Context: an optimization exercise on an open-source flow, tuned for small area and a short achievable clock period. The choices shown serve that exercise and are no tape-out recipe. Only simulation tests tie the RTL to the original design; equivalence was not proved. Power and IR drop assume default switching activity.

north:
// top
module top (
    input             clk,
    input      [15:0] x,
    input      [15:0] y,
    output reg [31:0] Q_p
);
Size in the first run: ~65 flip-flops.
==> flow/config.mk <==
export PLATFORM = sky130hd
export DESIGN_NAME = top
export DESIGN_NICKNAME = top
export VERILOG_FILES = /design/flow/design.v
export SDC_FILE = /design/flow/constraint.sdc
export NUM_CORES = 8
export LEC_CHECK = 0
export CAP_MARGIN = 20
export CORE_MARGIN = 2
export CORE_UTILIZATION = 40
export SLEW_MARGIN = 20
==> flow/constraint.sdc <==
create_clock -name core_clock -period 14.0 [get_ports {clk}]
set_input_delay 2.8000 -clock core_clock [delete_from_list [all_inputs] [get_ports {clk}]]
set_output_delay 2.8000 -clock core_clock [all_outputs]
set_load 0.01 [all_outputs]
standard.sh (not shown) runs the stock make flow with config.mk's settings and CLKGATE_MAP_FILE= SYNTH_SCRIPT=/design/flow/synth_recipe.tcl, a recipe that flattens the netlist after the stock synthesis.
==> flow/flow/run.sh <==
#!/bin/bash
# Own layout flow: the standard ORFS flow with these changes:
#  - synthesis keeps the modules named in KEEP (flattened again at the end, as the standard flow's script
#    does) so that ABC maps each with a script of its own (ABC_PLAN: module:script pairs);
#  - ports get PORT_BUF buffers;
#  - timing repair aims SETUP_MARGIN ns below the clock period.
# Every tool's output goes to a log file in the work folder (and ORFS's own logs under orfs/logs).
set -euo pipefail
WORK=$(pwd)
FLOWDIR=$WORK/flow
source $FLOWDIR/settings.sh

cp config.mk my_config.mk
cat >> my_config.mk <<EOC
export SETUP_SLACK_MARGIN = ${SETUP_MARGIN}
export TNS_END_PERCENT = 100
export BUFFER_PORTS_ARGS = -buffer_cell ${PORT_BUF}
export SYNTH_KEEP_MODULES = ${KEEP:-}
EOC
[ -n "${EXTRA_MK:-}" ] && printf '%b\n' "$EXTRA_MK" >> my_config.mk
# area recovery after global routing (see post_grt.tcl)
if [ -f $FLOWDIR/post_grt.tcl ]; then
  echo "export POST_GLOBAL_ROUTE_TCL = $FLOWDIR/post_grt.tcl" >> my_config.mk
fi

# synthesis script: the standard flow's, with abc run once per module of ABC_PLAN, each with its own script
{
  echo "proc abc {args} {"
  echo "  set i [lsearch -exact \$args -script]"
  echo "  foreach {mod scr} {${ABC_PLAN}} {"
  echo "    set a \$args"
  echo "    lset a [expr {\$i + 1}] $FLOWDIR/\$scr"
  echo "    if {[string match roba_exp* \$mod]} { foreach c {${EXP_DU:-}} { lappend a -dont_use \$c } }"
  echo "    yosys abc {*}\$a \$mod"
  echo "  }"
  echo "}"
  cat synth_recipe.tcl
} > my_synth.tcl

make -C "$FLOW_HOME" DESIGN_CONFIG=$WORK/my_config.mk WORK_HOME=$WORK/orfs CLKGATE_MAP_FILE= \
  SYNTH_SCRIPT=$WORK/my_synth.tcl finish > $WORK/make_finish.log 2>&1

RES=$WORK/orfs/results/$FLOW_PLATFORM/top/base
: # left out here: write the final layout as DEF
==> flow/flow/exp.abc <==
strash; dch -f; map -D 900; topo; buffer -N 8; upsize -D 900; dnsize -D 900; stime -p
==> flow/flow/settings.sh <==
SETUP_MARGIN=9.3
PORT_BUF=sky130_fd_sc_hd__buf_1
KEEP="roba_expx roba_expy g_a21oi g_inv g_nand2 g_nor2 g_nor3 g_o21ai g_o22ai g_xnor2 g_xor2 "
ABC_PLAN="roba_expx exp.abc roba_expy exp.abc g_* gate.abc top amap.abc"
EXTRA_MK='export ADDER_MAP_FILE =
export CTS_BUF_LIST = sky130_fd_sc_hd__clkbuf_8
export CTS_CLUSTER_SIZE = 32
export CTS_CLUSTER_DIAMETER = 60
export SKIP_GATE_CLONING = 1
export REMOVE_ABC_BUFFERS = 1
export ROBA_DN_TOL = 0.0'
EXP_DU="sky130_fd_sc_hd__nor4_* sky130_fd_sc_hd__nor3_* sky130_fd_sc_hd__or4_* sky130_fd_sc_hd__or3_* sky130_fd_sc_hd__a211oi_* sky130_fd_sc_hd__a2111oi_* sky130_fd_sc_hd__o2111ai_* sky130_fd_sc_hd__a311oi_* sky130_fd_sc_hd__o311ai_* sky130_fd_sc_hd__a41oi_* sky130_fd_sc_hd__o41ai_* sky130_fd_sc_hd__nor4b_* sky130_fd_sc_hd__nor3b_* sky130_fd_sc_hd__or2_* sky130_fd_sc_hd__and4_* sky130_fd_sc_hd__a221oi_* sky130_fd_sc_hd__o221ai_*"
Other scripts of this flow, unchanged in this note and not shown: flow/flow/amap.abc, flow/flow/dnsize.tcl, flow/flow/gate.abc, flow/flow/post_grt.tcl
## Diff of input files: south against north
--- a/flow/flow/settings.sh
+++ b/flow/flow/settings.sh
@@ -1,3 +1,3 @@
-SETUP_MARGIN=9.3
+SETUP_MARGIN=9.7
 PORT_BUF=sky130_fd_sc_hd__buf_1
 KEEP="roba_expx roba_expy g_a21oi g_inv g_nand2 g_nor2 g_nor3 g_o21ai g_o22ai g_xnor2 g_xor2 "
Results
What the final checks of south revealed, after a flow that finished every stage, was a layout that fails on max-capacitance violations, max-slew violations.
Summary of south over north: post-route standard cell area excluding fillers went up, critical path depth went down, global routing usage on met2 did not really move, relative contribution of the clock network to total power went down, depth of the most critical reg-to-reg path went down.
Diff north -> south | achievable clock frequency | up by a few percent
The run showing the smaller final critical-path setup slack is north.
Sort south and north by core utilization, descending, and south comes first.
south ended with more total power than north.
Between south and north, the difference in synthesized area per cell is negligible.
Reg2reg setup slack: higher on south
The inputs of east differ from those of south as listed below.
--- a/flow/flow/settings.sh
+++ b/flow/flow/settings.sh
@@ -1,3 +1,3 @@
-SETUP_MARGIN=9.7
+SETUP_MARGIN=9.4
 PORT_BUF=sky130_fd_sc_hd__buf_1
 KEEP="roba_expx roba_expy g_a21oi g_inv g_nand2 g_nor2 g_nor3 g_o21ai g_o22ai g_xnor2 g_xor2 "
Findings:
east: no failed stages, no open violations at the end
NOTE: worst path buffer plus inverter count in east falls short of that of south
Delta (east minus south): global-route wire length before repair went down about 0.75%, total power fell by about 3.7%, worst setup slack went down by 97 ps.
| post-route clock period utilization | higher: east |
east reports a lower non-clock buffer instance count of the final layout than south does.
Setup changes, east to west
==> flow/flow/exp.abc <==
strash; dch -f; map -D 1400; topo; buffer -N 8; upsize -D 1400; dnsize -D 1400; stime -p
Notes after the runs:
Compared to east, west has worst path arrival time 80 ps higher. Between west and east, time the worst path needs with I/O delays and setup is higher for west, east comes in under that. The total power of west exceeds that of east by 0.000026 W. Share of power burned in the clock network: west vs east up 0.3 points. Relative to east, number of well taps has decreased by about 2.2% in west. west has standard-cell row count below what east had. Lower placed standard-cell area among west and east: west. Summary: with east as the reference, global-route wire length before repair in west moved up slightly. Against east as the reference, west delivers a higher leakage dissipation. The fraction of standard cell area that is sequential reported for west is smaller than that of east by 0.51 points.
The following lists how middle was set up differently from west:
==> flow/flow/exp.abc <==
strash; dch -f; map -D 900; topo; buffer -N 8; upsize -D 900; dnsize -D 900; stime -p
--- a/flow/flow/settings.sh
+++ b/flow/flow/settings.sh
@@ -1,3 +1,3 @@
-SETUP_MARGIN=9.4
+SETUP_MARGIN=9.5
 PORT_BUF=sky130_fd_sc_hd__buf_1
 KEEP="roba_expx roba_expy g_a21oi g_inv g_nand2 g_nor2 g_nor3 g_o21ai g_o22ai g_xnor2 g_xor2 "
==> summary.txt <==
- Worst hold slack deteriorates in middle relative to west.
- Lower worst-case setup margin in the final layout was reported by west, not middle.
- middle: number of buffer and inverter instances along the worst setup path 2 below west
- Route | middle vs west | wire shorter in middle
- In middle, the power came out 2.3% below the value in west.

-- static timing again, ports no longer ideal --
No port has a modelled driver above. Below, the same layouts with a new extraction and two added sets of constraints.
Step 1, drivers: a clkbuf_16 drives clk and a buf_2 each remaining input, both assumed.
Step 2 times the ports against the registers' clock, not the clock port: input delays grow and output delays shrink by t, the midpoint of the rising clock arrivals with the driver on.
Slacks: ideal / step 1 / step 2; pairs: ideal / step 1.
| run | shift t [ns] | setup slack, ns | latest minus earliest clock arrival (ns) | worst slew at a driven data input, ns |
|---|---|---|---|---|
| north | 0.390 | 9.666 / 9.666 / 9.666 | 0.009 / 0.008 | 0.03 |
| south | 0.393 | 9.891 / 9.891 / 9.689 | 0.009 / 0.010 | 0.03 |
| east | 0.392 | 9.793 / 9.793 / 9.689 | 0.009 / 0.009 | 0.03 |
| west | 0.393 | 9.765 / 9.765 / 9.628 | 0.012 / 0.012 | 0.03 |
| middle | 0.390 | 9.794 / 9.794 / 9.682 | 0.008 / 0.007 | 0.03 |
The setup slack of south, which loses most, moves by 0.000 ns with the drivers and by -0.202 ns with both steps.
